Optimization exercise on an open flow, not production practice.
RTL: at most simulated, not proved equivalent.
The clock port is an ideal driver here.
Power: default activity.

`flow/flow/manual_cts.tcl`:
```
# PRE_CTS hook: builds the clock tree by hand, then TritonCTS (run with
# -clk_nets clk) finds the clock net already buffered and leaves it alone.
# Two levels: one root buffer at the centre of the leaves, driving NLEAF leaf
# buffers, each at the centroid of a balanced k-means cluster of register
# clock pins (clusters of equal size, so every leaf sees about the same load).
proc manual_clock_tree {nleaf leafcell rootcell} {
  set block [ord::get_db_block]
  set dbu [$block getDefUnits]
  set net [$block findNet clk]
  set pts {}
  foreach sp [get_pins -of_objects [get_nets clk] -filter "direction==input"] {
    set inst [[sta::sta_to_db_pin $sp] getInst]
    set bb [$inst getBBox]
    set x [expr {([$bb xMin] + [$bb xMax]) / 2.0 / $dbu}]
    set y [expr {([$bb yMin] + [$bb yMax]) / 2.0 / $dbu}]
    lappend pts [list $sp $x $y]
  }
  set n [llength $pts]
  # k-means, initial centres spread along sorted x then y
  set sorted [lsort -real -index 1 $pts]
  set cent {}
  for {set k 0} {$k < $nleaf} {incr k} {
    set p [lindex $sorted [expr {int(($k + 0.5) * $n / $nleaf)}]]
    lappend cent [list [lindex $p 1] [lindex $p 2]]
  }
  set cap [expr {int(ceil(double($n) / $nleaf))}]
  for {set iter 0} {$iter < 60} {incr iter} {
    # balanced assignment: points ordered by how much they prefer their best centre
    set order {}
    set i 0
    foreach p $pts {
      set ds {}
      for {set k 0} {$k < $nleaf} {incr k} {
        lassign [lindex $cent $k] cx cy
        lappend ds [list $k [expr {abs([lindex $p 1]-$cx) + abs([lindex $p 2]-$cy)}]]
      }
      set ds [lsort -real -index 1 $ds]
      set regret [expr {[llength $ds] > 1 ? [lindex $ds 1 1] - [lindex $ds 0 1] : 0}]
      lappend order [list $i $regret $ds]
      incr i
    }
    set order [lsort -real -decreasing -index 1 $order]
    for {set k 0} {$k < $nleaf} {incr k} { set sx($k) 0.0; set sy($k) 0.0; set c($k) 0 }
    set assign [lrepeat $n -1]
    foreach o $order {
      lassign $o i regret ds
      foreach kd $ds {
        set k [lindex $kd 0]
        if {$c($k) < $cap} {
          lset assign $i $k
          set p [lindex $pts $i]
          set sx($k) [expr {$sx($k) + [lindex $p 1]}]
          set sy($k) [expr {$sy($k) + [lindex $p 2]}]
          incr c($k)
          break
        }
      }
    }
    set cent {}
    for {set k 0} {$k < $nleaf} {incr k} {
      if {$c($k) > 0} { lappend cent [list [expr {$sx($k)/$c($k)}] [expr {$sy($k)/$c($k)}]] } else { lappend cent {0 0} }
    }
  }
  set gx 0.0; set gy 0.0
  foreach cc $cent { set gx [expr {$gx + [lindex $cc 0]}]; set gy [expr {$gy + [lindex $cc 1]}] }
  set gx [expr {$gx / $nleaf}]; set gy [expr {$gy / $nleaf}]
  insert_buffer -buffer_cell $rootcell -net clk -location [list $gx $gy] -buffer_name clkbuf_root -net_name clk_root
  for {set k 0} {$k < $nleaf} {incr k} {
    set pl {}
    set i 0
    foreach p $pts {
      if {[lindex $assign $i] == $k} { lappend pl [lindex $p 0] }
      incr i
    }
    puts "leaf $k: [llength $pl] sinks at [lindex $cent $k]"
    insert_buffer -buffer_cell $leafcell -net clk_root -load_pins $pl -location [lindex $cent $k] -buffer_name clkbuf_leaf_$k -net_name clk_leaf_$k
  }
}

manual_clock_tree 10 sky130_fd_sc_hd__clkbuf_8 sky130_fd_sc_hd__clkbuf_4
set_propagated_clock [all_clocks]
```
`flow/standard.sh`:
```
#!/bin/bash
# synth_recipe.tcl (not shown) runs the flow's synth.tcl, then flattens the netlist and writes it again
# the make line also repeats each setting of config.mk as NAME=value (left out here)
make -C /OpenROAD-flow-scripts/flow DESIGN_CONFIG=/design/flow/config.mk WORK_HOME=/design/flow/orfs CLKGATE_MAP_FILE= SYNTH_SCRIPT=/design/flow/synth_recipe.tcl "${@:-finish}"
```
`flow/design.v`:
```
module ft245_bridge (
    input clk,
    input rst,
    input [7:0] D_in,
    output [7:0] D_out,
    output D_oe,
    input RXFn,
    input TXEn,
    output RDn,
    output WRn,
    input rd_en,
    output [7:0] rd_data,
    output rd_empty,
    input wr_en,
    input [7:0] wr_data,
    output wr_full
    );
    reg [1:0] rxf_sync, txe_sync;
    always @(posedge clk)
        if(rst) begin
            rxf_sync <= 2'b11;
            txe_sync <= 2'b11;
        end else begin
            rxf_sync <= {rxf_sync[0], RXFn};
            txe_sync <= {txe_sync[0], TXEn};
        end
    ft245_async_fifo #(.read_depth(3), .write_depth(3)) bridge (
        .D_in(D_in), .D_out(D_out), .D_oe(D_oe),
        .RXFn_sync(rxf_sync[1]), .TXEn_sync(txe_sync[1]),
        .RDn(RDn), .WRn(WRn),
        .clk_50mhz(clk), .rst(rst),
        .rd_en(rd_en), .rd_data(rd_data), .rd_empty(rd_empty),
        .wr_en(wr_en), .wr_data(wr_data), .wr_full(wr_full));
endmodule

module fifo #(
    parameter data_width=8,
    parameter stages=9
    )
    (
    input clk,
    input reset,
    input push,                      
    input [data_width-1:0] din,
    input pop,                       
    output [data_width-1:0] dout,    
    output head_valid,               
    output ready_top                 
    );
    reg [data_width-1:0] data [0:stages-1];
    reg [stages-1:0] valid;
    wire [stages-1:0] ready;
    genvar i;
    generate
        for(i=0; i<stages; i=i+1)
        begin : st
            if(i == 0)
                assign ready[i] = !valid[i] || pop;
            else
                assign ready[i] = !valid[i] || ready[i-1];
            if(i == stages-1)
            begin
                always @(posedge clk)
                    if(reset) valid[i] <= 1'b0;
                    else if(ready[i]) valid[i] <= push;
                always @(posedge clk)
                    if(ready[i]) data[i] <= din;
            end
            else
            begin
                always @(posedge clk)
                    if(reset) valid[i] <= 1'b0;
                    else if(ready[i]) valid[i] <= valid[i+1];
                always @(posedge clk)
                    if(ready[i]) data[i] <= data[i+1];
            end
        end
    endgenerate
    assign dout = data[0];
    assign head_valid = valid[0];
    assign ready_top = ready[stages-1];
endmodule
module ft245_async_fifo #(
    parameter read_depth=3,
    parameter write_depth=3
    )
    (
    input [7:0] D_in,       
    output reg [7:0] D_out,  
    output D_oe,            
    input RXFn_sync,        
    input TXEn_sync,        
    output RDn,             
    output WRn,             
    input clk_50mhz,
    input rst,
    input rd_en,
    output reg [7:0] rd_data,
    output rd_empty,
    input wr_en,
    input [7:0] wr_data,
    output wr_full
    );
    reg rs1, rs2, ws1, ws2;
    wire rx_valid, rx_room;
    wire [7:0] rx_head;
    assign rd_empty = !rx_valid;
    wire rx_pop = rd_en && rx_valid;
    wire tx_valid, tx_room;
    wire [7:0] tx_head;
    reg tx_ready;
    assign wr_full = !tx_room;
    wire tx_push = wr_en && tx_room;
    wire rd_can = !rs1 && !rs2 && !RXFn_sync && rx_room;
    wire wr_can = !ws1 && !ws2 && !TXEn_sync && tx_ready;
    wire start_rd = rd_can && !ws1;
    wire start_wr = wr_can && !rs1 && !rd_can;
    assign RDn = !(start_rd || rs1);
    assign WRn = !(start_wr || ws1);
    assign D_oe = RDn;
    fifo #(.data_width(8), .stages(8)) read_fifo
        (.clk(clk_50mhz), .reset(rst),
         .push(rs1), .din(D_in),
         .pop(rx_pop), .dout(rx_head), .head_valid(rx_valid), .ready_top(rx_room));
    fifo #(.data_width(8), .stages(8)) write_fifo
        (.clk(clk_50mhz), .reset(rst),
         .push(tx_push), .din(wr_data),
         .pop(start_wr), .dout(tx_head), .head_valid(tx_valid), .ready_top(tx_room));
    always @(posedge clk_50mhz)
        D_out <= tx_head;
    always @(posedge clk_50mhz)
        if(rx_pop)
            rd_data <= rx_head;
    always @(posedge clk_50mhz)
    begin
        if(rst)
        begin
            rs1 <= 1'b0;
            rs2 <= 1'b0;
            ws1 <= 1'b0;
            ws2 <= 1'b0;
            tx_ready <= 1'b0;
        end
        else
        begin
            rs1 <= start_rd;
            rs2 <= rs1;
            ws1 <= start_wr;
            ws2 <= ws1;
            tx_ready <= tx_valid && !start_wr;
        end
    end
endmodule
```
`flow/flow/run.sh`:
```
#!/bin/bash
# The standard layout (the standard.sh, standard synthesis unchanged),
# with two placement/CTS changes:
#  - port buffers use the smallest buffer cell instead of clkdlybuf4s50_1;
#  - the clock tree is built by flow/manual_cts.tcl (PRE_CTS hook): a root
#    clkbuf_4 and 10 clkbuf_8 leaves over balanced register clusters.
# Full tool output goes to standard.log; ORFS's per-step logs stay under orfs/logs.
set -uo pipefail
export BUFFER_PORTS_ARGS="-buffer_cell sky130_fd_sc_hd__buf_1"
export PRE_CTS_TCL="$PWD/flow/manual_cts.tcl"
export CTS_ARGS="-clk_nets clk -buf_list sky130_fd_sc_hd__clkbuf_8 -dont_use_dummy_load"
bash standard.sh > standard.log 2>&1
```
`flow/constraint.sdc`:
```
create_clock -name core_clock -period 20.0 [get_ports {clk}]
set_input_delay 4.0000 -clock core_clock [delete_from_list [all_inputs] [get_ports {clk}]]
set_output_delay 4.0000 -clock core_clock [all_outputs]
set_load 0.01 [all_outputs]
```
`flow/config.mk`:
```
export PLATFORM = sky130hd
export DESIGN_NAME = ft245_bridge
export DESIGN_NICKNAME = ft245_bridge
export VERILOG_FILES = /design/flow/design.v
export SDC_FILE = /design/flow/constraint.sdc
export NUM_CORES = 4
export LEC_CHECK = 0
export CAP_MARGIN = 20
export CORE_MARGIN = 2
export CORE_UTILIZATION = 40
export CTS_BUF_LIST = sky130_fd_sc_hd__clkbuf_8
export PLACE_DENSITY = 0.6
export SLEW_MARGIN = 20
```
==> run notes, run 1 <==
- no timing/DRC/antenna violations — outcome
- 90.0% — part of the Yosys area used for sequential elements
- 169 — number of flip-flops and latches in the synthesized netlist
- 0 — DRC viols
- met4 — highest metal layer with signal wires
- 93.7 nW/um2 — power density over the cells
- reg2reg — Hold Path Class
- 321 um — Met3 Routed Length
- 0.50 ns — slowest stage delay, CP
- 0.690 — GPL Wtd Cong
- 260 — cells after synthesis
- primary input — sort of element at the start of the critical path
- 1 — number of antenna violations at the first check in global routing
- 0.52 ns — Clk Latency, worst-skew pair
- 9.33% — area added between synthesis and finish
- 2400 um — met1 layer wirelength in the final routing
- bridge.write_fifo.data[6][3] — worst flop-to-flop path endpoint
- 444 um2 — area of the multi-input gates
- 0.9% — combinational cell fraction of total power
- 0 — number of buffers inserted to repair setup after CTS
- 0 ns — Total Neg Setup Slack
- 28 — largest net degree at the start of global routing
- 0.516 ns — transition time at the pin with the least slew margin
- 282 — number of nets in the synthesized netlist
- 65.6% — Worst slew margin
- 32 — number of distinct library cell variants in the gate-level netlist after synthesis
- 73.6% — Sequential Power Share
- 0 — post_cts resized
- 0.0140 ns — setup skew after layout
- 4740 um2 — sequential cell area
- 4 — largest fanout of any net on the critical path
- 46.1% — fin crit share
- 481 — count of placed standard cells in the final layout, fillers left out
- 41 — total number of placement rows
- 18.0% — Sw Ratio
- 16.00 ns — critical path required time
- 43 — IO Count
- 4 — Worst Reg2Reg Path Length in Cells
- 42 — Port Buf Inserts
- 20.3 um2 — mean cell area of the mapped netlist
- no — unrepaired setup endpoints after global routing
- sky130_fd_sc_hd__edfxtp_1 77%, sky130_fd_sc_hd__dfxtp_1 13%, sky130_fd_sc_hd__nor2_1 1.6% — cell types with the largest area share after synthesis
- 1.99 nW — leak pwr
- 0 — Final Max Slew Viols
- 2670 um — routed wire length on met2
- bridge.D_out[2] — endpoint of the worst hold-timing path
- 14100 um2 — die area
- 9.22 ns — minimum clock period
- 332 — net count reported at finish
- 41.4% — initial core utilization
- 0 — cts-stage hold buffer count
- 4.28 — Via density
- 0.0422 mV — worst supply voltage drop on vdd
- 0 — # Max-Cap Violations
- 0 — cell depth of the worst hold path
- 0 — count of antenna-violating nets left after detailed routing
- 0 — grt total ovfl
- 1131 — Filler Cell Count
- 25.4% — part of the total power dissipated in the clock network
- 5.22 ns — CP Data Arrival Time
- sky130_fd_sc_hd__o31ai_1 — slowest cell on the critical path
- 119 um — Die Wd
- in2out — CP Class
- bridge.read_fifo.valid[1] — worst flop-to-flop path startpoint
- 7.94% — overall routing resource usage
- 0.443 mW — internal power of the cells
- 0 — count of endpoints failing setup in the final report
- 143 — number of violations reported at the end of detailed-routing iteration 0
- 12700 um2 — core region area
- buf_1 -> nand3b_1 -> o31ai_1 -> nor2_1 -> nor2_1 -> buf_1 — worst path cell trace
- 11.5 um — routed len/inst
- sky130_fd_sc_hd__edfxtp_1 — post-synthesis cell type with the largest combined area
- 5550 um — DRT Wirelength
- 4 — number of warnings reported in the yosys synthesis log
- 9510 um — global-route wire length before repair
- 3660 um — post-DP HPWL
- 5270 um2 — Netlist Area Pre-Place
- 8.12% — share of cells above drive strength 1
- 0 — final hold violation count
- 2057 — routed via count
- output port — Critical Path End Type
- 77.5% — area share of the leading cell type in the synthesized netlist
- bridge.write_fifo.data[0][2] — worst min-delay path startpoint
- 0.10 ns — clock-pin transition on the worst setup and hold timing paths
- 18.17 ns — Register-to-Register Setup Slack
- 469 — number of placed instances with taps included
- 4 — Detailed Routing Iterations Pass 1
- 119 um — Chip Height
- 0.0974 mW — sw power
- 2022 — via count of the first global-routing pass
- 108 MHz — Max Fclk
[critical path: cells and delay by family]
| family | cells | cell delay [ns] |
|---|---|---|
| AND/OR/NAND/NOR | 3 | 0.46 |
| buffers and inverters | 2 | 0.25 |
| AO/OA/AOI/OAI | 1 | 0.50 |
[synth_stat cells]
| library cell | count |
|---|---|
| sky130_fd_sc_hd__nor2b_1 | 2 |
| sky130_fd_sc_hd__inv_6 | 1 |
| sky130_fd_sc_hd__edfxtp_1 | 136 |
| sky130_fd_sc_hd__o31ai_1 | 2 |
| sky130_fd_sc_hd__inv_1 | 11 |
| sky130_fd_sc_hd__nand4bb_4 | 1 |
| sky130_fd_sc_hd__a31oi_4 | 1 |
| sky130_fd_sc_hd__and4bb_1 | 1 |
| sky130_fd_sc_hd__nand3_1 | 6 |
| sky130_fd_sc_hd__nand4_1 | 1 |
| sky130_fd_sc_hd__or2_1 | 1 |
| sky130_fd_sc_hd__nand2b_1 | 1 |
| sky130_fd_sc_hd__o22ai_2 | 1 |
| sky130_fd_sc_hd__inv_2 | 1 |
| sky130_fd_sc_hd__nor2_1 | 23 |
| sky130_fd_sc_hd__nor4_1 | 1 |
| sky130_fd_sc_hd__nor3b_4 | 1 |
| sky130_fd_sc_hd__and4_1 | 1 |
| sky130_fd_sc_hd__a21oi_1 | 7 |
| sky130_fd_sc_hd__dfxtp_1 | 33 |
| sky130_fd_sc_hd__and3_1 | 2 |
| sky130_fd_sc_hd__and2_1 | 2 |
| sky130_fd_sc_hd__nand3b_1 | 2 |
| sky130_fd_sc_hd__a31oi_1 | 3 |
| sky130_fd_sc_hd__and2_4 | 1 |
| sky130_fd_sc_hd__buf_4 | 1 |
| sky130_fd_sc_hd__or2_2 | 4 |
| sky130_fd_sc_hd__nand2_1 | 6 |
| sky130_fd_sc_hd__clkbuf_1 | 3 |
| sky130_fd_sc_hd__and3_2 | 2 |
| sky130_fd_sc_hd__a41oi_1 | 1 |
| sky130_fd_sc_hd__buf_6 | 1 |
[layout by cell type (no fill, tap or decap), types with 2 or more instances in the layout]
master,count
sky130_fd_sc_hd__o31ai_1,2
sky130_fd_sc_hd__inv_1,11
sky130_fd_sc_hd__edfxtp_1,136
sky130_fd_sc_hd__buf_1,41
sky130_fd_sc_hd__dfxtp_1,33
sky130_fd_sc_hd__nor2_1,23
sky130_fd_sc_hd__or2_2,4
sky130_fd_sc_hd__a31oi_1,3
sky130_fd_sc_hd__nand2_1,6
sky130_fd_sc_hd__nand3b_1,2
sky130_fd_sc_hd__and3_1,2
sky130_fd_sc_hd__and2_1,2
sky130_fd_sc_hd__and3_2,2
sky130_fd_sc_hd__a21oi_1,7
sky130_fd_sc_hd__nand3_1,6
sky130_fd_sc_hd__clkbuf_8,10
sky130_fd_sc_hd__nor2b_1,2
[worst max path at each step]
| stage | from | endpoint | slack [ns] |
|---|---|---|---|
| finish | rd_en | D_oe | 10.78 |
| global route | rd_en | RDn | 10.65 |
| CTS | rd_en | D_oe | 10.76 |
| detailed placement | rd_en | D_oe | 10.78 |
| global placement | rd_en | RDn | 10.83 |
| floorplan | rd_en | RDn | 11.00 |
[power groups by stage]
stage                     Combinational [mW]  Sequential [mW]  Clock, mW
after floorplan                      0.00233            0.405          0
after global placement               0.00500            0.405          0
after detailed placement             0.00513            0.406          0
after CTS                            0.00515            0.398      0.145
after global routing                 0.00583            0.399      0.159
final                                0.00510            0.398      0.137
[sequential cells by signal, indices dropped and copies added, names as in the netlist, 2 cells and up]
name and cells:
bridge.write_fifo.valid 8, bridge.rd_data 8, rxf_sync 2, bridge.write_fifo.data 64, bridge.read_fifo.data 64, bridge.D_out 8
bridge.read_fifo.valid 8, txe_sync 2
[per-stage QoR]
| step | cell area [um2] | util [%] | hold WS [ns] | total power, mW | setup slack [ns] |
|---|---|---|---|---|---|
| 6_report | 5760 | 45.3 | 0.338 | 0.540 | 10.78 |
| 5_1_grt | 5760 | 45.3 | 0.348 | 0.564 | 10.65 |
| 4_1_cts | 5760 | 45.3 | 0.348 | 0.548 | 10.76 |
| 3_3_place_gp | 5620 | 44.1 | 0.328 | 0.410 | 10.83 |
| 2_1_floorplan | 5270 | - | 0.323 | 0.407 | 11.00 |
| 3_5_place_dp | 5620 | 44.1 | 0.327 | 0.411 | 10.78 |
[final cells by class]
cell class | instances | area share, %
inverters | 13 | 0.933
flip-flops and latches | 169 | 82.3
diodes | 1 | 0.0434
repair buffers | 42 | 2.76
multi-input cells | 73 | 7.71
well taps | 172 | 3.73
[per-layer routing]
metal / track usage [%] / vias up
met5: 0 / -
met4: 2.16 / 0
met3: 1.63 / 9
met2: 13.6 / 51
met1: 10.3 / 950
li1: - / 1047
[cells by family (layout without fill, tap and decap cells)]
family          after synthesis  in the layout  share of synthesized area [%]
flops                       169            169                           90.0
buf+inv                      18             66                           1.59
compound gates               15             15                           2.11
simple gates                 58             58                           6.31
other cells                   0              1                              0
Testbench counts, summed over its fixed seeds: cycles 7,432.
==> run 2, diff against run 1 <==
--- a/flow/flow/run.sh
+++ b/flow/flow/run.sh
@@ -7,6 +7,7 @@
 # Full tool output goes to standard.log; ORFS's per-step logs stay under orfs/logs.
 set -uo pipefail
 export BUFFER_PORTS_ARGS="-buffer_cell sky130_fd_sc_hd__buf_1"
+export RECOVER_POWER=100
 export PRE_CTS_TCL="$PWD/flow/manual_cts.tcl"
 export CTS_ARGS="-clk_nets clk -buf_list sky130_fd_sc_hd__clkbuf_8 -dont_use_dummy_load"
 bash standard.sh > standard.log 2>&1
==> run 2 against run 1 <==
Sequential cell count unchanged. Setup slack worse by 0.0053 ns. Via count grew 0.58%. First-iteration DRC count fell by 8.4%. Clock skew shrank 0.00088 ns. Critical endpoint unchanged. Largest power group unchanged. Highest routed layer unchanged.
==> run notes, run 2 <==
- reg2reg — Hold Path Class, unchanged
- 0 — # Max-Cap Violations, unchanged
- output port — Critical Path End Type, unchanged
- 32 — number of distinct library cell variants in the gate-level netlist after synthesis, unchanged
- 0.690 — GPL Wtd Cong, unchanged
- sky130_fd_sc_hd__edfxtp_1 — post-synthesis cell type with the largest combined area, unchanged
- 9.23 ns — minimum clock period, was 9.22 ns
- 41 — total number of placement rows, unchanged
- 4 — largest fanout of any net on the critical path, unchanged
- 136 x sky130_fd_sc_hd__edfxtp_1, 33 x sky130_fd_sc_hd__dfxtp_1, 23 x sky130_fd_sc_hd__nor2_1, 11 x sky130_fd_sc_hd__inv_1, 7 x sky130_fd_sc_hd__a21oi_1 — ranking of synthesized cells by instance count, unchanged
- 77.5% — area share of the leading cell type in the synthesized netlist, unchanged
- 1.63% — met3 routing resource usage after global routing, unchanged
- met2 — GR peak layer, unchanged
- 0.338 ns — worst hold-check slack, about the same
- 6.82% — share of cells above drive strength 1, was 8.12%
- 3660 um — post-DP HPWL, unchanged
- 0.51 ns — slowest stage delay, CP, was 0.50 ns
- 481 — count of placed standard cells in the final layout, fillers left out, unchanged
- sky130_fd_sc_hd__o31ai_1 — slowest cell on the critical path, unchanged
- 26.7% — Worst slew margin, was 65.6%
- sky130_fd_sc_hd__edfxtp_1 — most frequent standard cell in the layout excluding fill and tap cells, unchanged
- 8.88% — area added between synthesis and finish, was 9.33%
- 5550 um — DRT Wirelength, about the same
- 2022 — via count of the first global-routing pass, unchanged
- 260 — cells after synthesis, unchanged
- 169 — number of flip-flops and latches in the synthesized netlist, unchanged
- 0 — count of endpoints failing setup in the final report, unchanged
- 46.1% — fin crit share, about the same
- 13.6% — met2 routing resource usage after global routing, unchanged
- 332 — net count reported at finish, unchanged
- 11.5 um — routed len/inst, about the same
- 0 — post_cts resized, unchanged
- 0 — grt total ovfl, unchanged
- 94.0 nW/um2 — power density over the cells, was 93.7 nW/um2
- 0 — Final Max Slew Viols, unchanged
- 1 — number of antenna violations at the first check in global routing, unchanged
- 469 — number of placed instances with taps included, unchanged
- 16.00 ns — critical path required time, about the same
- 20.3 um2 — mean cell area of the mapped netlist, unchanged
- 7.94% — overall routing resource usage, unchanged
- 5270 um2 — Netlist Area Pre-Place, unchanged
- 90.0% — part of the Yosys area used for sequential elements, unchanged
- 131 — number of violations reported at the end of detailed-routing iteration 0, was 143
- 0 — cts-stage hold buffer count, unchanged
- sky130_fd_sc_hd__edfxtp_1 — most frequent cell after synthesis, unchanged
- 45.1% — final core area utilization, was 45.3%
- 0 — count of antenna-violating nets left after detailed routing, unchanged
- 0% — Async SR Flop Fraction, unchanged
- 5740 um2 — post-route cell area, was 5760 um2
- 5.23 ns — CP Data Arrival Time, was 5.22 ns
- sky130_fd_sc_hd__edfxtp_1 — Synth Flop Type, unchanged
- 0 ns — Total Neg Setup Slack, unchanged
- no timing/DRC/antenna violations — outcome, unchanged
- sky130_fd_sc_hd__edfxtp_1 77%, sky130_fd_sc_hd__dfxtp_1 13%, sky130_fd_sc_hd__nor2_1 1.6% — cell types with the largest area share after synthesis, unchanged
- in2out — CP Class, unchanged
- 4.30 — Via density, was 4.28
- 1.10 ns — transition time at the pin with the least slew margin, was 0.516 ns
- 9510 um — global-route wire length before repair, unchanged
- 42 — Port Buf Inserts, unchanged
- 4 — Detailed Routing Iterations Pass 1, unchanged
- no — unrepaired setup endpoints after global routing, unchanged
- 5620 um2 — total cell area at the placement stage, unchanged
- 136 x sky130_fd_sc_hd__edfxtp_1, 41 x sky130_fd_sc_hd__buf_1, 33 x sky130_fd_sc_hd__dfxtp_1, 23 x sky130_fd_sc_hd__nor2_1, 12 x sky130_fd_sc_hd__inv_1 — most frequent cells in the layout, was 136 x sky130_fd_sc_hd__edfxtp_1, 41 x sky130_fd_sc_hd__buf_1, 33 x sky130_fd_sc_hd__dfxtp_1, 23 x sky130_fd_sc_hd__nor2_1, 11 x sky130_fd_sc_hd__inv_1
- 0.0131 ns — setup skew after layout, was 0.0140 ns
- compound AO/OA/AOI/OAI gates — gate family responsible for the most delay along the worst path, unchanged
- 12700 um2 — core region area, unchanged
- 14100 um2 — die area, unchanged
- bridge.read_fifo.data (64), bridge.write_fifo.data (64) — Largest regs, unchanged
- primary input — sort of element at the start of the critical path, unchanged
- 0.52 ns — Clk Latency, worst-skew pair, about the same
- 0.10 ns — clock-pin transition on the worst setup and hold timing paths, about the same
- 119 um — Die Wd, unchanged
- 1.95 nW — leak pwr, was 1.99 nW
- 136 — number of enable flip-flop cells after synthesis, unchanged
- 108 MHz — Max Fclk, about the same
- buf_1 -> nand3b_1 -> o31ai_1 -> nor2_1 -> nor2_1 -> buf_1 — worst path cell trace, unchanged
- 0 — DRC viols, unchanged
- 4 — number of warnings reported in the yosys synthesis log, unchanged
- 0.0421 mV — worst supply voltage drop on vdd, was 0.0422 mV
- 0 — final hold violation count, unchanged
- 119 um — Chip Height, unchanged
- 2 — Buffers & Inverters on Critical Path, unchanged
- 0 — number of buffers inserted to repair setup after CTS, unchanged
- 28 — largest net degree at the start of global routing, unchanged
- 10.3% — met1 Resource Use GR, unchanged
- 43 — IO Count, unchanged
- 41.4% — initial core utilization, unchanged
- 282 — number of nets in the synthesized netlist, unchanged
- 2069 — routed via count, was 2057
-- run 2: cell counts after synthesis --
No cell type changed its count.
-- run 2: cell type report --
class	instances	area (um2)
diodes	1	2.50
fillers	1136	6980
inverters	13	50.0
multi-input cells	73	425
flip-flops and latches	169	4740
well taps	172	215
repair buffers	42	158
-- run 2: worst register-to-register path: cells and delay by family (launching register included) --
kind	cells	cell delay, ns
and+or+nand+nor	3	0.82
buffers and inverters	1	0.52
DFF	1	0.41
-- run 2: where the power goes --
| group | internal (mW) | switching, mW |
|---|---|---|
| Combinational | 0.00211 | 0.00295 |
| Sequential | 0.394 | 0.00367 |
| Clock | 0.0467 | 0.0904 |
| Total | 0.443 | 0.0971 |
-- run 2: cells by family after synthesis --
logic type	count (synthesis)	synth area share (%)
buffers and inverters	18	1.59
DFF	169	90.0
and+or+nand+nor	58	6.31
AOI/OAI and AO/OA	15	2.11
-- run 2: per-layer routing --
metal / up-vias / wire, um / part of all wire (%)
li1: 1046 / - / -
met1: 958 / 2380 / 43
met2: 56 / 2680 / 48
met3: 9 / 335 / 6.0
met4: 0 / 152 / 2.7
met5: - / 0 / 0
-- run 2: worst paths after layout --
kind / to / slack (ns) / cells past startpoint / from
setup reg to reg: bridge.write_fifo.data[0][3] / 17.84 / 4 / bridge.ws1
hold reg to reg: bridge.D_out[2] / 0.34 / 0 / bridge.write_fifo.data[0][2]
setup / recovery: D_oe / 10.77 / 6 / rd_en
hold / removal: bridge.D_out[2] / 0.34 / 0 / bridge.write_fifo.data[0][2]
-- run 2: per-stage QoR --
| stage | total power [mW] | setup WS, ns |
|---|---|---|
| finish | 0.540 | 10.77 |
| global route | 0.564 | 10.65 |
| CTS | 0.548 | 10.76 |
| detailed placement | 0.411 | 10.78 |
| global placement | 0.410 | 10.83 |
| floorplan | 0.407 | 11.00 |
==> run 3, diff against run 2 <==
==> flow/flow/run.sh (replaced) <==
#!/bin/bash
# The standard layout (the standard.sh, standard synthesis unchanged),
# with these placement/CTS changes:
#  - port buffers use the smallest buffer cell instead of clkdlybuf4s50_1;
#  - the clock tree is built by flow/manual_cts.tcl (PRE_CTS hook): a root
#    clkbuf_4 and clkbuf_8 leaves over balanced register clusters;
#  - flow/post_cts.tcl (POST_CTS hook) swaps logic gates that synthesis
#    sized up for drive-1 cells, then repairs slew/capacitance.
# Full tool output goes to standard.log; ORFS's per-step logs stay under orfs/logs.
set -uo pipefail
export BUFFER_PORTS_ARGS="-buffer_cell sky130_fd_sc_hd__buf_1"
export PRE_CTS_TCL="$PWD/flow/manual_cts.tcl"
export POST_CTS_TCL="$PWD/flow/post_cts.tcl"
export CTS_ARGS="-clk_nets clk -buf_list sky130_fd_sc_hd__clkbuf_8 -dont_use_dummy_load"
bash standard.sh > standard.log 2>&1
--- a/flow/flow/manual_cts.tcl
+++ b/flow/flow/manual_cts.tcl
@@ -77,5 +77,5 @@
   }
 }
 
-manual_clock_tree 10 sky130_fd_sc_hd__clkbuf_8 sky130_fd_sc_hd__clkbuf_4
+manual_clock_tree 9 sky130_fd_sc_hd__clkbuf_8 sky130_fd_sc_hd__clkbuf_4
 set_propagated_clock [all_clocks]
==> flow/flow/post_cts.tcl (new file) <==
# Swap every logic gate with a drive strength above 1 for the drive-1 (or
# drive-0) cell of the same footprint; repair_design then fixes any slew or
# capacitance limit this breaks. Clock-tree cells, flip-flops, buffers and
# inverters are left alone.
proc downsize_logic {} {
  set n 0
  set saved 0.0
  foreach inst [get_cells *] {
    set m [get_property $inst ref_name]
    if {![regexp {^sky130_fd_sc_hd__([a-z0-9]+)_([0-9]+)$} $m -> base drv]} { continue }
    if {$drv <= 1} { continue }
    if {[regexp {^(clk|buf|inv|dl|df|edf|sdf|tap|conb|fill|decap)} $base]} { continue }
    set new ""
    foreach d {0 1} {
      set lc [get_lib_cells -quiet sky130_fd_sc_hd__${base}_$d]
      if {$lc != ""} { set new $lc; break }
    }
    if {$new == ""} { continue }
    set saved [expr {$saved + [get_property [get_lib_cells $m] area] - [get_property $new area]}]
    replace_cell $inst $new
    incr n
  }
  puts "downsize_logic: $n cells, [format %.1f $saved] um2"
}

# POST_CTS hook: runs after CTS's own repair, before 4_1_cts.odb is written.
downsize_logic
estimate_parasitics -placement
repair_design -slew_margin $::env(SLEW_MARGIN) -cap_margin $::env(CAP_MARGIN)
detailed_placement
check_placement -verbose
--- a/flow/config.mk
+++ b/flow/config.mk
@@ -7,7 +7,7 @@
 export LEC_CHECK = 0
 export CAP_MARGIN = 20
 export CORE_MARGIN = 2
-export CORE_UTILIZATION = 40
+export CORE_UTILIZATION = 70
 export CTS_BUF_LIST = sky130_fd_sc_hd__clkbuf_8
-export PLACE_DENSITY = 0.6
+export PLACE_DENSITY = 0.8
 export SLEW_MARGIN = 20
==> run 3 against run 2 <==
Still clean. First-iteration DRC count is 20% lower. Final area is 2.4% lower. Die area is 42% lower. Critical path depth stayed put. Critical path type unchanged. Largest power group unchanged.
==> run notes, run 3 <==
- 32 — number of distinct library cell variants in the gate-level netlist after synthesis, unchanged
- 3750 um — post-DP HPWL, was 3660 um
- 0 — DRC viols, unchanged
- no — unrepaired setup endpoints after global routing, unchanged
- 45.7% — fin crit share, was 46.1%
- 72.3% — initial core utilization, was 41.4%
- 0 — final hold violation count, unchanged
- 9.14 ns — minimum clock period, was 9.23 ns
- 4 — largest fanout of any net on the critical path, unchanged
- 260 — cells after synthesis, unchanged
- 13.7 um — routed len/inst, was 11.5 um
- 90.8 um — Die Wd, was 119 um
- in2out — CP Class, unchanged
- 4740 um2 — sequential cell area, unchanged
- primary input — sort of element at the start of the critical path, unchanged
- 136 — number of enable flip-flop cells after synthesis, unchanged
- 6.24% — area added between synthesis and finish, was 8.88%
- 4 — number of warnings reported in the yosys synthesis log, unchanged
- 6.31% — Post-Synth Simple-Gate Area, unchanged
- 5270 um2 — Netlist Area Pre-Place, unchanged
- 0 — number of antenna diodes, was 1
- 5.18 — Via density, was 4.30
- 77.5% — area share of the leading cell type in the synthesized netlist, unchanged
- 9200 um — global-route wire length before repair, was 9510 um
- sky130_fd_sc_hd__o31ai_1 — slowest cell on the critical path, unchanged
- 7290 um2 — core region area, was 12700 um2
- 16.00 ns — critical path required time, about the same
- 5.14 ns — CP Data Arrival Time, was 5.23 ns
- 0 — count of antenna-violating nets left after detailed routing, unchanged
- 406 — count of placed standard cells in the final layout, fillers left out, was 481
- 10.86 ns — final critical-path setup slack, was 10.77 ns
- 136 x sky130_fd_sc_hd__edfxtp_1, 42 x sky130_fd_sc_hd__buf_1, 33 x sky130_fd_sc_hd__dfxtp_1, 23 x sky130_fd_sc_hd__nor2_1, 11 x sky130_fd_sc_hd__inv_1 — most frequent cells in the layout, was 136 x sky130_fd_sc_hd__edfxtp_1, 41 x sky130_fd_sc_hd__buf_1, 33 x sky130_fd_sc_hd__dfxtp_1, 23 x sky130_fd_sc_hd__nor2_1, 12 x sky130_fd_sc_hd__inv_1
- bridge.read_fifo.data (64), bridge.write_fifo.data (64) — Largest regs, unchanged
- 43 — IO Count, unchanged
- 331 — net count reported at finish, was 332
- 29.4% — Worst slew margin, was 26.7%
- 105 — number of violations reported at the end of detailed-routing iteration 0, was 131
- 0% — Async SR Flop Fraction, unchanged
- 0 — number of antenna violations at the first check in global routing, was 1
- 0.47 ns — slowest stage delay, CP, was 0.51 ns
- 2 — Buffers & Inverters on Critical Path, unchanged
- 13.8% — overall routing resource usage, was 7.94%
- 109 MHz — Max Fclk, was 108 MHz
- 4 — Detailed Routing Iterations Pass 1, unchanged
- 390 um2 — area of the multi-input gates, was 425 um2
- sky130_fd_sc_hd__edfxtp_1 77%, sky130_fd_sc_hd__dfxtp_1 13%, sky130_fd_sc_hd__nor2_1 1.6% — cell types with the largest area share after synthesis, unchanged
- 90.0% — part of the Yosys area used for sequential elements, unchanged
- 1.95 nW — leak pwr, about the same
- 0 ns — Total Neg Setup Slack, unchanged
- no timing/DRC/antenna violations — outcome, unchanged
- 0% — adder-cell area share of the yosys netlist, unchanged
- 0% — xor-xnor portion of the synthesized cell area, unchanged
- compound AO/OA/AOI/OAI gates — gate family responsible for the most delay along the worst path, unchanged
- reg2reg — Hold Path Class, unchanged
- 17.7% — Sw Ratio, was 18.0%
- 31 — total number of placement rows, was 41
- 3.91% — share of cells above drive strength 1, was 6.82%
- 0 — # Max-Cap Violations, unchanged
- 20.3 um2 — mean cell area of the mapped netlist, unchanged
- 24.4% — part of the total power dissipated in the clock network, was 25.4%
- 0 — Final Max Slew Viols, unchanged
- 2063 — via count of the first global-routing pass, was 2022
- 0.0756 mV — worst supply voltage drop on vdd, was 0.0421 mV
- sky130_fd_sc_hd__edfxtp_1 — most frequent standard cell in the layout excluding fill and tap cells, unchanged
- 0 — count of endpoints failing setup in the final report, unchanged
- 95.1 nW/um2 — power density over the cells, was 94.0 nW/um2
- 282 — number of nets in the synthesized netlist, unchanged
- 136 x sky130_fd_sc_hd__edfxtp_1, 33 x sky130_fd_sc_hd__dfxtp_1, 23 x sky130_fd_sc_hd__nor2_1, 11 x sky130_fd_sc_hd__inv_1, 7 x sky130_fd_sc_hd__a21oi_1 — ranking of synthesized cells by instance count, unchanged
- 0.0944 mW — sw power, was 0.0971 mW
- 90.8 um — Chip Height, was 119 um
- 0 — grt total ovfl, unchanged
- 8240 um2 — die area, was 14100 um2
- simple AND/OR/NAND/NOR gates — combinational family with the most area after synthesis, unchanged
- 0.438 mW — internal power of the cells, was 0.443 mW
- output port — Critical Path End Type, unchanged
- 2102 — routed via count, was 2069
- 42 — Port Buf Inserts, unchanged
- 0.780 — GPL Wtd Cong, was 0.690
- 169 — number of flip-flops and latches in the synthesized netlist, unchanged
- sky130_fd_sc_hd__edfxtp_1 — Synth Flop Type, unchanged
- 0.49 ns — Clk Latency, worst-skew pair, was 0.52 ns
- sky130_fd_sc_hd__edfxtp_1 — most frequent cell after synthesis, unchanged
- 74.7% — Sequential Power Share, was 73.7%
- 0% — post-synthesis mux area share, unchanged
- 5580 um — DRT Wirelength, was 5550 um
- buf_1 -> nand3b_1 -> o31ai_1 -> nor2_1 -> nor2_1 -> buf_1 — worst path cell trace, unchanged
- 0.10 ns — clock-pin transition on the worst setup and hold timing paths, about the same
- 10.85 ns — worst-case setup slack after placement, was 10.78 ns
- 396 — number of placed instances with taps included, was 469
- 1.06 ns — transition time at the pin with the least slew margin, was 1.10 ns
- 28 — largest net degree at the start of global routing, unchanged
- 0.0155 ns — setup skew after layout, was 0.0131 ns
- 2.11% — compound-cell area share of the yosys netlist, unchanged
- sky130_fd_sc_hd__edfxtp_1 — post-synthesis cell type with the largest combined area, unchanged
- 427 — Filler Cell Count, was 1136
- 0.9% — combinational cell fraction of total power, about the same
==> run 3: power groups by stage <==
stage	clock network (mW)	logic, mW	registers (mW)
after global placement	0	0.00484	0.405
after global routing	0.147	0.00539	0.399
after floorplan	0	0.00233	0.405
final	0.130	0.00482	0.398
after detailed placement	0	0.00510	0.406
==> run 3: metal layers <==
layer  GRT usage, %  vias up  part of all wire, %  wire length, um
li1               -     1045                    -                -
met1           17.3      991                   42             2330
met2           25.8       58                   49             2760
met3           2.17        8                  6.5              361
met4           2.65        0                  2.2              125
met5              0        -                    0                0
==> run 3: worst paths after layout <==
kind / startpoint / depth (start not counted) / slack [ns] / to
worst min register to register: bridge.write_fifo.data[0][1] / 0 / 0.35 / bridge.D_out[1]
worst max-delay path: rd_en / 6 / 10.86 / RDn
worst min-delay path: bridge.write_fifo.data[0][1] / 0 / 0.35 / bridge.D_out[1]
worst max register to register: bridge.tx_ready / 4 / 17.64 / bridge.write_fifo.data[4][3]
==> run 3: layout make-up <==
| class | count | area share, % |
|---|---|---|
| flip-flops and latches | 169 | 84.7 |
| multi-input cells | 73 | 6.97 |
| repair buffers | 42 | 2.81 |
| well taps | 99 | 2.21 |
| inverters | 13 | 0.960 |
==> run 3: cells by family after synthesis <==
group	count (synthesis)
buffers and inverters	18
and+or+nand+nor	58
AOI/OAI and AO/OA	15
DFF	169
==> run 3: through the flow <==
stage / power, mW / utilization (%) / instance area (um2) / hold slack, ns
finish: 0.533 / 76.8 / 5600 / 0.353
global route: 0.552 / 76.8 / 5600 / 0.359
detailed placement: 0.411 / 75.8 / 5520 / 0.331
global placement: 0.410 / 75.8 / 5520 / 0.324
floorplan: 0.407 / - / 5270 / 0.323
==> run 3: worst reg2reg max path: stages, from the launching register on <==
cell	delay, ns
sky130_fd_sc_hd__dfxtp_1	0.35
sky130_fd_sc_hd__nor3b_1	0.48
sky130_fd_sc_hd__nand4bb_1	0.35
sky130_fd_sc_hd__and2_0	0.42
sky130_fd_sc_hd__nand3_1	0.40
==> run 4, diff against run 3 <==
--- a/flow/flow/manual_cts.tcl
+++ b/flow/flow/manual_cts.tcl
@@ -77,5 +77,5 @@
   }
 }
 
-manual_clock_tree 9 sky130_fd_sc_hd__clkbuf_8 sky130_fd_sc_hd__clkbuf_4
+manual_clock_tree 10 sky130_fd_sc_hd__clkbuf_8 sky130_fd_sc_hd__clkbuf_4
 set_propagated_clock [all_clocks]
--- a/flow/config.mk
+++ b/flow/config.mk
@@ -7,7 +7,7 @@
 export LEC_CHECK = 0
 export CAP_MARGIN = 20
 export CORE_MARGIN = 2
-export CORE_UTILIZATION = 70
+export CORE_UTILIZATION = 40
 export CTS_BUF_LIST = sky130_fd_sc_hd__clkbuf_8
-export PLACE_DENSITY = 0.8
+export PLACE_DENSITY = 0.6
 export SLEW_MARGIN = 20
==> run 4 against run 3 <==
Still clean. Sequential share of layout area shrank 1.6 points. Synthesized cell count is the same. Global-route usage shrank 5.9 points. Worst hold slack lost 0.013 ns. Setup slack lost 0.081 ns. Register-to-register slack gained 0.15 ns. Sequential power is essentially flat. Die area grew 71%. Final area grew 1.9%. Critical path type unchanged. Largest cell class unchanged.
==> run notes, run 4 <==
- 1 — number of antenna violations at the first check in global routing, was 0
- 90.0% — part of the Yosys area used for sequential elements, unchanged
- 8.31% — area added between synthesis and finish, was 6.24%
- no timing/DRC/antenna violations — outcome, unchanged
- 1138 — Filler Cell Count, was 427
- 0 — count of antenna-violating nets left after detailed routing, unchanged
- 7.93% — overall routing resource usage, was 13.8%
- sky130_fd_sc_hd__edfxtp_1 — most frequent standard cell in the layout excluding fill and tap cells, unchanged
- 4 — number of warnings reported in the yosys synthesis log, unchanged
- 140 — number of violations reported at the end of detailed-routing iteration 0, was 105
- 32 — number of distinct library cell variants in the gate-level netlist after synthesis, unchanged
- 9500 um — global-route wire length before repair, was 9200 um
- 0 — count of endpoints failing setup in the final report, unchanged
- 16.00 ns — critical path required time, about the same
- 0.51 ns — slowest stage delay, CP, was 0.47 ns
- reg2reg — Hold Path Class, unchanged
- sky130_fd_sc_hd__edfxtp_1 — Synth Flop Type, unchanged
- 4.55% — share of cells above drive strength 1, was 3.91%
- buf_1 -> nand3b_1 -> o31ai_1 -> nor2_1 -> nor2_1 -> buf_1 — worst path cell trace, unchanged
- bridge.write_fifo.data[0][2] — worst min-delay path startpoint, was bridge.write_fifo.data[0][1]
- 41.4% — initial core utilization, was 72.3%
- 282 — number of nets in the synthesized netlist, unchanged
- 42 — Port Buf Inserts, unchanged
- 390 um2 — area of the multi-input gates, unchanged
- primary input — sort of element at the start of the critical path, unchanged
- 0.515 ns — transition time at the pin with the least slew margin, was 1.06 ns
- 4 — Detailed Routing Iterations Pass 1, unchanged
- 332 — net count reported at finish, was 331
- 41 — total number of placement rows, was 31
- 65.5% — Worst slew margin, was 29.4%
- 77.5% — area share of the leading cell type in the synthesized netlist, unchanged
- 0.52 ns — Clk Latency, worst-skew pair, was 0.49 ns
- 5570 um — DRT Wirelength, was 5580 um
- sky130_fd_sc_hd__edfxtp_1 — most frequent cell after synthesis, unchanged
- 28 — largest net degree at the start of global routing, unchanged
- 12700 um2 — core region area, was 7290 um2
- bridge.ws2 — worst flop-to-flop path startpoint, was bridge.tx_ready
- 4.31 — Via density, was 5.18
- output port — Critical Path End Type, unchanged
- 5620 um2 — total cell area at the placement stage, was 5520 um2
- bridge.read_fifo.data (64), bridge.write_fifo.data (64) — Largest regs, unchanged
- 2 — Buffers & Inverters on Critical Path, unchanged
- 481 — count of placed standard cells in the final layout, fillers left out, was 406
- 136 x sky130_fd_sc_hd__edfxtp_1, 41 x sky130_fd_sc_hd__buf_1, 33 x sky130_fd_sc_hd__dfxtp_1, 23 x sky130_fd_sc_hd__nor2_1, 11 x sky130_fd_sc_hd__inv_1 — most frequent cells in the layout, was 136 x sky130_fd_sc_hd__edfxtp_1, 42 x sky130_fd_sc_hd__buf_1, 33 x sky130_fd_sc_hd__dfxtp_1, 23 x sky130_fd_sc_hd__nor2_1, 11 x sky130_fd_sc_hd__inv_1
- 469 — number of placed instances with taps included, was 396
- 0.0423 mV — worst supply voltage drop on vdd, was 0.0756 mV
- 4740 um2 — sequential cell area, unchanged
- 14100 um2 — die area, was 8240 um2
- 94.5 nW/um2 — power density over the cells, was 95.1 nW/um2
- sky130_fd_sc_hd__edfxtp_1 — post-synthesis cell type with the largest combined area, unchanged
- 119 um — Chip Height, was 90.8 um
- 0 — # Max-Cap Violations, unchanged
- 9.22 ns — minimum clock period, was 9.14 ns
- 0 — DRC viols, unchanged
- 43 — IO Count, unchanged
- 0 ns — Total Neg Setup Slack, unchanged
- 0 — grt total ovfl, unchanged
- 5270 um2 — Netlist Area Pre-Place, unchanged
- 0.10 ns — clock-pin transition on the worst setup and hold timing paths, about the same
- 4 — largest fanout of any net on the critical path, unchanged
- sky130_fd_sc_hd__edfxtp_1 77%, sky130_fd_sc_hd__dfxtp_1 13%, sky130_fd_sc_hd__nor2_1 1.6% — cell types with the largest area share after synthesis, unchanged
- 20.3 um2 — mean cell area of the mapped netlist, unchanged
- 3660 um — post-DP HPWL, was 3750 um
- 136 x sky130_fd_sc_hd__edfxtp_1, 33 x sky130_fd_sc_hd__dfxtp_1, 23 x sky130_fd_sc_hd__nor2_1, 11 x sky130_fd_sc_hd__inv_1, 7 x sky130_fd_sc_hd__a21oi_1 — ranking of synthesized cells by instance count, unchanged
- no — unrepaired setup endpoints after global routing, unchanged
- 119 um — Die Wd, was 90.8 um
- 2071 — routed via count, was 2102
- 169 — number of flip-flops and latches in the synthesized netlist, unchanged
- 5.22 ns — CP Data Arrival Time, was 5.14 ns
- 46.1% — fin crit share, was 45.7%
- 0.690 — GPL Wtd Cong, was 0.780
- sky130_fd_sc_hd__o31ai_1 — slowest cell on the critical path, unchanged
- 2023 — via count of the first global-routing pass, was 2063
- in2out — CP Class, unchanged
- 1.96 nW — leak pwr, was 1.95 nW
- 136 — number of enable flip-flop cells after synthesis, unchanged
- 0 — final hold violation count, unchanged
- compound AO/OA/AOI/OAI gates — gate family responsible for the most delay along the worst path, unchanged
- 0% — Async SR Flop Fraction, unchanged
- 0 — Final Max Slew Viols, unchanged
- 108 MHz — Max Fclk, was 109 MHz
- 5710 um2 — post-route cell area, was 5600 um2
- 0.0158 ns — setup skew after layout, was 0.0155 ns
- 260 — cells after synthesis, unchanged
- rd_en — critical path launch point, unchanged
- 11.6 um — routed len/inst, was 13.7 um
## run 4: final timing paths
kind | end | slack [ns] | cells past startpoint
worst max-delay path | D_oe | 10.78 | 6
worst max register to register | bridge.write_fifo.data[6][3] | 17.79 | 4
worst min register to register | bridge.D_out[2] | 0.34 | 0
worst min-delay path | bridge.D_out[2] | 0.34 | 0
## run 4: cell families (layout without fill, tap and decap cells)
kind of cell / after synthesis / in the layout / share of synthesized area, %
flip-flops: 169 / 169 / 90.0
AND/OR/NAND/NOR: 58 / 58 / 6.31
buffers and inverters: 18 / 66 / 1.59
AO/OA/AOI/OAI: 15 / 15 / 2.11
other: 0 / 1 / 0
## run 4: metrics by stage
stage	total power, mW	utilization (%)	hold WS, ns	setup WS, ns
finish	0.540	44.9	0.339	10.78
global route	0.564	44.9	0.348	10.65
detailed placement	0.411	44.1	0.327	10.78
global placement	0.410	44.1	0.328	10.83
floorplan	0.407	-	0.323	11.00
## run 4: report_power, final
group / internal [mW] / switching, mW
sequential: 0.394 / 0.00364
combinational: 0.00201 / 0.00286
clock: 0.0467 / 0.0909
## run 4: metal layers
layer  up-vias  part of all wire (%)  GRT usage, %
met5         -                     0             0
met4         0                   2.8          2.16
met3         9                   6.0          1.63
met2        57                    48          13.6
met1       958                    43          10.3
li1       1047                     -             -
## run 4: worst register-to-register path, stage by stage (launching register included)
cell                        delay (ns)
sky130_fd_sc_hd__dfxtp_1          0.31
sky130_fd_sc_hd__nor3b_1          0.43
sky130_fd_sc_hd__nand4bb_1        0.33
sky130_fd_sc_hd__and2_0           0.41
sky130_fd_sc_hd__nand3_1          0.39
## run 4: cell type report
type | count | area share [%]
diodes | 1 | 0.0438
inverters | 13 | 0.942
multi-input cells | 73 | 6.84
flip-flops and latches | 169 | 83.1
well taps | 172 | 3.77
repair buffers | 42 | 2.78
==> run 5, diff against run 4 <==
--- a/flow/design.v
+++ b/flow/design.v
@@ -48,36 +48,33 @@
     output ready_top                 
     );
     reg [data_width-1:0] data [0:stages-1];
-    reg [stages-1:0] valid;
+    reg [stages-1:0] empty;
     wire [stages-1:0] ready;
+    wire [stages:0] empty_in = {!push, empty[stages-1:1]};
     genvar i;
     generate
         for(i=0; i<stages; i=i+1)
         begin : st
             if(i == 0)
-                assign ready[i] = !valid[i] || pop;
+                assign ready[i] = empty[i] || pop;
             else
-                assign ready[i] = !valid[i] || ready[i-1];
+                assign ready[i] = empty[i] || ready[i-1];
+            always @(posedge clk)
+                empty[i] <= reset || (ready[i] && empty_in[i]);
             if(i == stages-1)
             begin
-                always @(posedge clk)
-                    if(reset) valid[i] <= 1'b0;
-                    else if(ready[i]) valid[i] <= push;
                 always @(posedge clk)
                     if(ready[i]) data[i] <= din;
             end
             else
             begin
                 always @(posedge clk)
-                    if(reset) valid[i] <= 1'b0;
-                    else if(ready[i]) valid[i] <= valid[i+1];
-                always @(posedge clk)
                     if(ready[i]) data[i] <= data[i+1];
             end
         end
     endgenerate
     assign dout = data[0];
-    assign head_valid = valid[0];
+    assign head_valid = !empty[0];
     assign ready_top = ready[stages-1];
 endmodule
 module ft245_async_fifo #(
--- a/flow/flow/manual_cts.tcl
+++ b/flow/flow/manual_cts.tcl
@@ -77,5 +77,5 @@
   }
 }
 
-manual_clock_tree 10 sky130_fd_sc_hd__clkbuf_8 sky130_fd_sc_hd__clkbuf_4
+manual_clock_tree 9 sky130_fd_sc_hd__clkbuf_8 sky130_fd_sc_hd__clkbuf_4
 set_propagated_clock [all_clocks]
--- a/flow/config.mk
+++ b/flow/config.mk
@@ -7,7 +7,7 @@
 export LEC_CHECK = 0
 export CAP_MARGIN = 20
 export CORE_MARGIN = 2
-export CORE_UTILIZATION = 40
+export CORE_UTILIZATION = 70
 export CTS_BUF_LIST = sky130_fd_sc_hd__clkbuf_8
-export PLACE_DENSITY = 0.6
+export PLACE_DENSITY = 0.8
 export SLEW_MARGIN = 20
==> run 5 against run 4 <==
Setup slack got worse by 1.5 ns. Final area fell by 2.5%. Synthesized cell count fell by 3.5%. Still clean on timing, DRC and antenna. Critical endpoint is now wr_full. First-iteration DRC count fell by 46%. Core utilization rose by 32 points.
==> run notes, run 5 <==
- no timing/DRC/antenna violations — outcome, unchanged
- 0.47 ns — Clk Latency, worst-skew pair, was 0.52 ns
- 136 — number of enable flip-flop cells after synthesis, unchanged
- 0 — DRC viols, unchanged
- output port — Critical Path End Type, unchanged
- bridge.read_fifo.data (64), bridge.write_fifo.data (64) — Largest regs, unchanged
- 5 — Worst Reg2Reg Path Length in Cells, was 4
- 2.07% — compound-cell area share of the yosys netlist, was 2.11%
- 10.68 ns — minimum clock period, was 9.22 ns
- sky130_fd_sc_hd__edfxtp_1 — post-synthesis cell type with the largest combined area, unchanged
- 23.9% — part of the total power dissipated in the clock network, was 25.5%
- 323 — net count reported at finish, was 332
- 21 — largest net degree at the start of global routing, was 28
- 0.10 ns — clock-pin transition on the worst setup and hold timing paths, about the same
- 7210 um2 — core region area, was 12700 um2
- 0% — post-synthesis mux area share, unchanged
- 31 — total number of placement rows, was 41
- primary input — sort of element at the start of the critical path, unchanged
- simple AND/OR/NAND/NOR gates — gate family responsible for the most delay along the worst path, was compound AO/OA/AOI/OAI gates
- 3 — Buffers & Inverters on Critical Path, was 2
- 0.74 ns — slowest stage delay, CP, was 0.51 ns
- sky130_fd_sc_hd__edfxtp_1 — most frequent cell after synthesis, unchanged
- 16.00 ns — critical path required time, about the same
- 9.76 ns — worst-case setup slack after placement, was 10.78 ns
- 2068 — routed via count, was 2071
- in2out — CP Class, unchanged
- 251 — cells after synthesis, was 260
- 0 — count of antenna-violating nets left after detailed routing, unchanged
- 91.4% — part of the Yosys area used for sequential elements, was 90.0%
- buf_1 -> nor4_1 -> nand3b_1 -> o31a_1 -> inv_1 -> nor4_1 -> buf_1 — worst path cell trace, was buf_1 -> nand3b_1 -> o31ai_1 -> nor2_1 -> nor2_1 -> buf_1
- 0% — xor-xnor portion of the synthesized cell area, unchanged
- 4 — number of warnings reported in the yosys synthesis log, unchanged
- 5260 um — DRT Wirelength, was 5570 um
- 76 — number of violations reported at the end of detailed-routing iteration 0, was 140
- sky130_fd_sc_hd__nor4_1 — slowest cell on the critical path, was sky130_fd_sc_hd__o31ai_1
- 53.4% — fin crit share, was 46.1%
- 0.0141 ns — setup skew after layout, was 0.0158 ns
- 95.1 nW/um2 — power density over the cells, was 94.5 nW/um2
- 13.2 um — routed len/inst, was 11.6 um
- sky130_fd_sc_hd__edfxtp_1 79%, sky130_fd_sc_hd__dfxtp_1 13%, sky130_fd_sc_hd__nor2_1 1.2% — cell types with the largest area share after synthesis, was sky130_fd_sc_hd__edfxtp_1 77%, sky130_fd_sc_hd__dfxtp_1 13%, sky130_fd_sc_hd__nor2_1 1.6%
- 27 — number of distinct library cell variants in the gate-level netlist after synthesis, was 32
- reg2reg — Hold Path Class, unchanged
- 0 ns — Total Neg Setup Slack, unchanged
- 0.0679 mV — worst supply voltage drop on vdd, was 0.0423 mV
- 13 — largest fanout of any net on the critical path, was 4
- 0% — Async SR Flop Fraction, unchanged
- 0.696 — GPL Wtd Cong, was 0.690
- sky130_fd_sc_hd__edfxtp_1 — Synth Flop Type, unchanged
- 8670 um — global-route wire length before repair, was 9500 um
- 75.2% — Sequential Power Share, was 73.6%
- 72.0% — initial core utilization, was 41.4%
- 90.1 um — Chip Height, was 119 um
- 0 — grt total ovfl, unchanged
- 169 — number of flip-flops and latches in the synthesized netlist, unchanged
- 8120 um2 — die area, was 14100 um2
- 3670 um — post-DP HPWL, was 3660 um
- 5190 um2 — Netlist Area Pre-Place, was 5270 um2
- 0.0909 mW — sw power, was 0.0974 mW
- 1.93 nW — leak pwr, was 1.96 nW
- 7 — critical path depth, was 6
- 77.2% — final core area utilization, was 44.9%
- simple AND/OR/NAND/NOR gates — combinational family with the most area after synthesis, unchanged
- 0 — count of endpoints failing setup in the final report, unchanged
- 4 — Detailed Routing Iterations Pass 1, unchanged
- 417 — Filler Cell Count, was 1138
- no — unrepaired setup endpoints after global routing, unchanged
- 0 — number of antenna diodes, was 1
- 9.32 ns — final critical-path setup slack, was 10.78 ns
- 1.0% — combinational cell fraction of total power, was 0.9%
- 43.1% — Worst slew margin, was 65.5%
- 5.20 — Via density, was 4.31
- 136 x sky130_fd_sc_hd__edfxtp_1, 42 x sky130_fd_sc_hd__buf_1, 33 x sky130_fd_sc_hd__dfxtp_1, 16 x sky130_fd_sc_hd__nor2_1, 14 x sky130_fd_sc_hd__nand2_1 — most frequent cells in the layout, was 136 x sky130_fd_sc_hd__edfxtp_1, 41 x sky130_fd_sc_hd__buf_1, 33 x sky130_fd_sc_hd__dfxtp_1, 23 x sky130_fd_sc_hd__nor2_1, 11 x sky130_fd_sc_hd__inv_1
- sky130_fd_sc_hd__edfxtp_1 — most frequent standard cell in the layout excluding fill and tap cells, unchanged
- 6.68 ns — CP Data Arrival Time, was 5.22 ns
- 136 x sky130_fd_sc_hd__edfxtp_1, 33 x sky130_fd_sc_hd__dfxtp_1, 16 x sky130_fd_sc_hd__nor2_1, 14 x sky130_fd_sc_hd__nand2_1 — ranking of synthesized cells by instance count, was 136 x sky130_fd_sc_hd__edfxtp_1, 33 x sky130_fd_sc_hd__dfxtp_1, 23 x sky130_fd_sc_hd__nor2_1, 11 x sky130_fd_sc_hd__inv_1, 7 x sky130_fd_sc_hd__a21oi_1
- 0 — final hold violation count, unchanged
- 5.64% — Post-Synth Simple-Gate Area, was 6.31%
- 0 — Final Max Slew Viols, unchanged
- 2007 — via count of the first global-routing pass, was 2023
- 20.7 um2 — mean cell area of the mapped netlist, was 20.3 um2
- 17.2% — Sw Ratio, was 18.0%
- 93.6 MHz — Max Fclk, was 108 MHz
- 273 — number of nets in the synthesized netlist, was 282
- 12.9% — overall routing resource usage, was 7.93%
- 0.846 ns — transition time at the pin with the least slew margin, was 0.515 ns
- 90.1 um — Die Wd, was 119 um
- 0% — adder-cell area share of the yosys netlist, unchanged
- 78.6% — area share of the leading cell type in the synthesized netlist, was 77.5%
- 0 — number of antenna violations at the first check in global routing, was 1
- 3.68% — share of cells above drive strength 1, was 4.55%
- 0 — # Max-Cap Violations, unchanged
- 0 — cell depth of the worst hold path, unchanged
- 42 — Port Buf Inserts, unchanged
- 7.18% — area added between synthesis and finish, was 8.31%
- 0.438 mW — internal power of the cells, was 0.443 mW
- 43 — IO Count, unchanged
## run 5: changes by cell type after synthesis, moves of 4 or more
| cell | previous run | this run |
|---|---|---|
| sky130_fd_sc_hd__nand3_1 | 6 | 0 |
| sky130_fd_sc_hd__nor2_1 | 23 | 16 |
| sky130_fd_sc_hd__nand2_1 | 6 | 14 |
| sky130_fd_sc_hd__nor3_1 | 0 | 5 |
| sky130_fd_sc_hd__a31oi_1 | 3 | 7 |
| sky130_fd_sc_hd__a21o_1 | 0 | 4 |
| sky130_fd_sc_hd__inv_1 | 11 | 5 |
| sky130_fd_sc_hd__a21oi_1 | 7 | 2 |
## run 5: worst paths after layout
check / start / endpoint / slack, ns
setup / recovery: rd_en / wr_full / 9.32
hold / removal: bridge.write_fifo.data[0][3] / bridge.D_out[3] / 0.35
setup reg to reg: bridge.read_fifo.empty[0] / bridge.write_fifo.data[6][4] / 16.62
hold reg to reg: bridge.write_fifo.data[0][3] / bridge.D_out[3] / 0.35
## run 5: cell families (layout without fill, tap and decap cells)
group	Yosys count	after routing
buf+inv	10	58
simple gates	56	56
flops	169	169
compound gates	16	16
## run 5: area by class of cell
| type | count | area [um2] | area share (%) |
|---|---|---|---|
| Inverter | 5 | 18.8 | 0.337 |
| Multi-Input combinational cell | 72 | 383 | 6.88 |
| Sequential cell | 169 | 4740 | 85.2 |
| Tap cell | 99 | 124 | 2.23 |
| Timing Repair Buffer | 43 | 165 | 2.97 |
## run 5: power by group through the flow
stage | Combinational, mW | Sequential, mW | Clock [mW]
2_1_floorplan | 0.00214 | 0.405 | 0
3_3_place_gp | 0.00504 | 0.405 | 0
3_5_place_dp | 0.00529 | 0.406 | 0
5_1_grt | 0.00570 | 0.400 | 0.143
6_report | 0.00505 | 0.398 | 0.126
## run 5: metal layers
layer	vias up	track usage [%]	part of all wire [%]
met5	-	0	0
met4	0	2.05	1.8
met3	10	1.84	6.9
met2	73	24.8	50
met1	961	15.8	41
li1	1024	-	-
## run 5: worst register-to-register path, stage by stage (launching register included)
cell and delay, ns:
sky130_fd_sc_hd__dfxtp_1 0.35, sky130_fd_sc_hd__nor4_1 0.75, sky130_fd_sc_hd__nand3b_1 0.55, sky130_fd_sc_hd__o31a_1 0.60, sky130_fd_sc_hd__inv_1 0.43, sky130_fd_sc_hd__or3_1 0.38
## run 5: metrics by stage
stage / instance area, um2 / hold WS, ns / instances / power [mW]
global placement: 5450 / 0.324 / 388 / 0.410
detailed placement: 5450 / 0.327 / 388 / 0.412
floorplan: 5190 / 0.323 / 251 / 0.407
global route: 5570 / 0.360 / 398 / 0.548
finish: 5570 / 0.349 / 398 / 0.529
Testbench counts of run 5, summed over its fixed seeds: cycles 7,432.
==> run 6, diff against run 5 <==
--- a/flow/design.v
+++ b/flow/design.v
@@ -110,8 +110,9 @@
     wire tx_push = wr_en && tx_room;
     wire rd_can = !rs1 && !rs2 && !RXFn_sync && rx_room;
     wire wr_can = !ws1 && !ws2 && !TXEn_sync && tx_ready;
-    wire start_rd = rd_can && !ws1;
-    wire start_wr = wr_can && !rs1 && !rd_can;
+    reg pref_wr;
+    wire start_rd = rd_can && !ws1 && !(wr_can && pref_wr);
+    wire start_wr = wr_can && !rs1 && !(rd_can && !pref_wr);
     assign RDn = !(start_rd || rs1);
     assign WRn = !(start_wr || ws1);
     assign D_oe = RDn;
@@ -137,6 +138,7 @@
             ws1 <= 1'b0;
             ws2 <= 1'b0;
             tx_ready <= 1'b0;
+            pref_wr <= 1'b0;
         end
         else
         begin
@@ -145,6 +147,8 @@
             ws1 <= start_wr;
             ws2 <= ws1;
             tx_ready <= tx_valid && !start_wr;
+            if(start_rd) pref_wr <= 1'b1;
+            else if(start_wr) pref_wr <= 1'b0;
         end
     end
 endmodule
==> run 6 against run 5 <==
Still clean on timing, DRC and antenna. Sequential power about the same. Via count decreased by 2.0%. Clock skew decreased by 0.0013 ns. Register-to-register slack got worse by 0.03 ns. Die area decreased by 0.32%. Worst hold slack improved by 0.0016 ns. Sequential share of layout area increased by 0.51 points. Synthesized cell count decreased by 2.8%. Global-route usage increased by 0.28 points. Clock power about the same. Total power increased by 0.82%. Critical endpoint unchanged.
==> run notes, run 6 <==
- 5.16 — Via density, was 5.20
- 244 — cells after synthesis, was 251
- 0 ns — Total Neg Setup Slack, unchanged
- 43 — IO Count, unchanged
- 7 — Worst Reg2Reg Path Length in Cells, was 5
- 5180 um2 — Netlist Area Pre-Place, was 5190 um2
- 7210 um2 — core region area, unchanged
- 42 — Port Buf Inserts, unchanged
- 8730 um — global-route wire length before repair, was 8670 um
- 16.00 ns — critical path required time, about the same
- reg2reg — Hold Path Class, unchanged
- no timing/DRC/antenna violations — outcome, unchanged
- 56.2% — Worst slew margin, was 43.1%
- bridge.read_fifo.empty[0] — worst flop-to-flop path startpoint, unchanged
- 0.534 mW — total power after layout, was 0.529 mW
- 77.0% — final core area utilization, was 77.2%
- 5450 um2 — total cell area at the placement stage, about the same
- 0.10 ns — clock-pin transition on the worst setup and hold timing paths, about the same
- 0.351 ns — worst hold-check slack, was 0.349 ns
- output port — Critical Path End Type, unchanged
- 1.93 nW — leak pwr, about the same
- bridge.write_fifo.data[2][7] — worst flop-to-flop path endpoint, was bridge.write_fifo.data[6][4]
- 13.2% — overall routing resource usage, was 12.9%
- 4 — number of warnings reported in the yosys synthesis log, unchanged
- bridge.D_out[7] — endpoint of the worst hold-timing path, was bridge.D_out[3]
- sky130_fd_sc_hd__edfxtp_1 — Synth Flop Type, unchanged
- 318 — net count reported at finish, was 323
- 0 — number of antenna violations at the first check in global routing, unchanged
- 71.7% — initial core utilization, was 72.0%
- 1948 — via count of the first global-routing pass, was 2007
- in2out — CP Class, unchanged
- 170 — number of flip-flops and latches in the synthesized netlist, was 169
- 266 — number of nets in the synthesized netlist, was 273
- 78.9% — area share of the leading cell type in the synthesized netlist, was 78.6%
- 12 — largest fanout of any net on the critical path, was 13
- 0.49 ns — Clk Latency, worst-skew pair, was 0.47 ns
- 136 x sky130_fd_sc_hd__edfxtp_1, 34 x sky130_fd_sc_hd__dfxtp_1, 13 x sky130_fd_sc_hd__nand2_1, 10 x sky130_fd_sc_hd__nor2_1 — ranking of synthesized cells by instance count, was 136 x sky130_fd_sc_hd__edfxtp_1, 33 x sky130_fd_sc_hd__dfxtp_1, 16 x sky130_fd_sc_hd__nor2_1, 14 x sky130_fd_sc_hd__nand2_1
- 0.0128 ns — setup skew after layout, was 0.0141 ns
- 6.55 ns — CP Data Arrival Time, was 6.68 ns
- 90.0 um — Chip Height, was 90.1 um
- 71 — number of violations reported at the end of detailed-routing iteration 0, was 76
- primary input — sort of element at the start of the critical path, unchanged
- sky130_fd_sc_hd__edfxtp_1 79%, sky130_fd_sc_hd__dfxtp_1 13%, sky130_fd_sc_hd__a21o_1 1.0% — cell types with the largest area share after synthesis, was sky130_fd_sc_hd__edfxtp_1 79%, sky130_fd_sc_hd__dfxtp_1 13%, sky130_fd_sc_hd__nor2_1 1.2%
- 92.0% — part of the Yosys area used for sequential elements, was 91.4%
- sky130_fd_sc_hd__edfxtp_1 — post-synthesis cell type with the largest combined area, unchanged
- 0 — count of antenna-violating nets left after detailed routing, unchanged
- 5300 um — DRT Wirelength, was 5260 um
- 0.655 ns — transition time at the pin with the least slew margin, was 0.846 ns
- 3570 um — post-DP HPWL, was 3670 um
- 0 — DRC viols, unchanged
- 0.712 — GPL Wtd Cong, was 0.696
- 0 — Final Max Slew Viols, unchanged
- 94.8 MHz — Max Fclk, was 93.6 MHz
- 26 — number of distinct library cell variants in the gate-level netlist after synthesis, was 27
- 7.35% — area added between synthesis and finish, was 7.18%
- 4.42% — share of cells above drive strength 1, was 3.68%
- sky130_fd_sc_hd__edfxtp_1 — most frequent cell after synthesis, unchanged
- 90.0 um — Die Wd, was 90.1 um
- 31 — total number of placement rows, unchanged
- 4 — Detailed Routing Iterations Pass 1, unchanged
- no — unrepaired setup endpoints after global routing, unchanged
- sky130_fd_sc_hd__edfxtp_1 — most frequent standard cell in the layout excluding fill and tap cells, unchanged
- 0 — count of endpoints failing setup in the final report, unchanged
- 0 — final hold violation count, unchanged
- 0% — Async SR Flop Fraction, unchanged
- bridge.write_fifo.data[0][7] — worst min-delay path startpoint, was bridge.write_fifo.data[0][3]
- 20 — largest net degree at the start of global routing, was 21
- 52.7% — fin crit share, was 53.4%
- bridge.read_fifo.data (64), bridge.write_fifo.data (64) — Largest regs, unchanged
- 16.59 ns — Register-to-Register Setup Slack, was 16.62 ns
- 5560 um2 — post-route cell area, was 5570 um2
run 6: worst max-delay path, stage by stage:
cell and delay (ns):
sky130_fd_sc_hd__buf_1 0.11, sky130_fd_sc_hd__or4_1 0.75, sky130_fd_sc_hd__or3_1 0.59, sky130_fd_sc_hd__nor2_1 0.24
sky130_fd_sc_hd__inv_2 0.14, sky130_fd_sc_hd__a21oi_1 0.41, sky130_fd_sc_hd__nor4_1 0.15, sky130_fd_sc_hd__buf_1 0.16
run 6: final cells by class:
class,instances,area [um2]
Fill cell,412,1660
Inverter,4,15.0
Multi-Input combinational cell,67,357
Sequential cell,170,4760
Tap cell,99,124
Timing Repair Buffer,43,165
run 6: kinds of logic (layout without fill, tap and decap cells):
kind of cell,after synthesis,in the layout,synth area share [%]
simple gates,52,52,5.27
compound gates,15,15,2.10
flops,170,170,92.0
buf+inv,7,57,0.580
run 6: worst max-delay path by stage:
stage	from	slack (ns)	cells after the start	endpoint
floorplan	rd_en	10.29	6	RDn
global placement	rd_en	10.06	8	wr_full
global route	rd_en	9.16	8	wr_full
detailed placement	rd_en	10.03	8	wr_full
finish	rd_en	9.45	8	wr_full
run 6: power breakdown:
group	total (mW)	switching, mW	internal (mW)
Sequential	0.400	0.00407	0.396
Combinational	0.00513	0.00296	0.00216
Clock	0.128	0.0860	0.0425
run 6: routing by layer:
layer	track usage [%]	wire [um]	vias up
met3	2.43	304	7
met4	2.05	92	0
met1	16.8	2280	957
met5	0	0	-
met2	24.5	2630	53
li1	-	-	1009
run 6: per-stage QoR:
stage	instances	setup WS [ns]
global placement	383	10.06
global route	393	9.16
finish	393	9.45
detailed placement	383	10.03
floorplan	244	10.29
Testbench counts of run 6, summed over its fixed seeds: cycles 7,398.
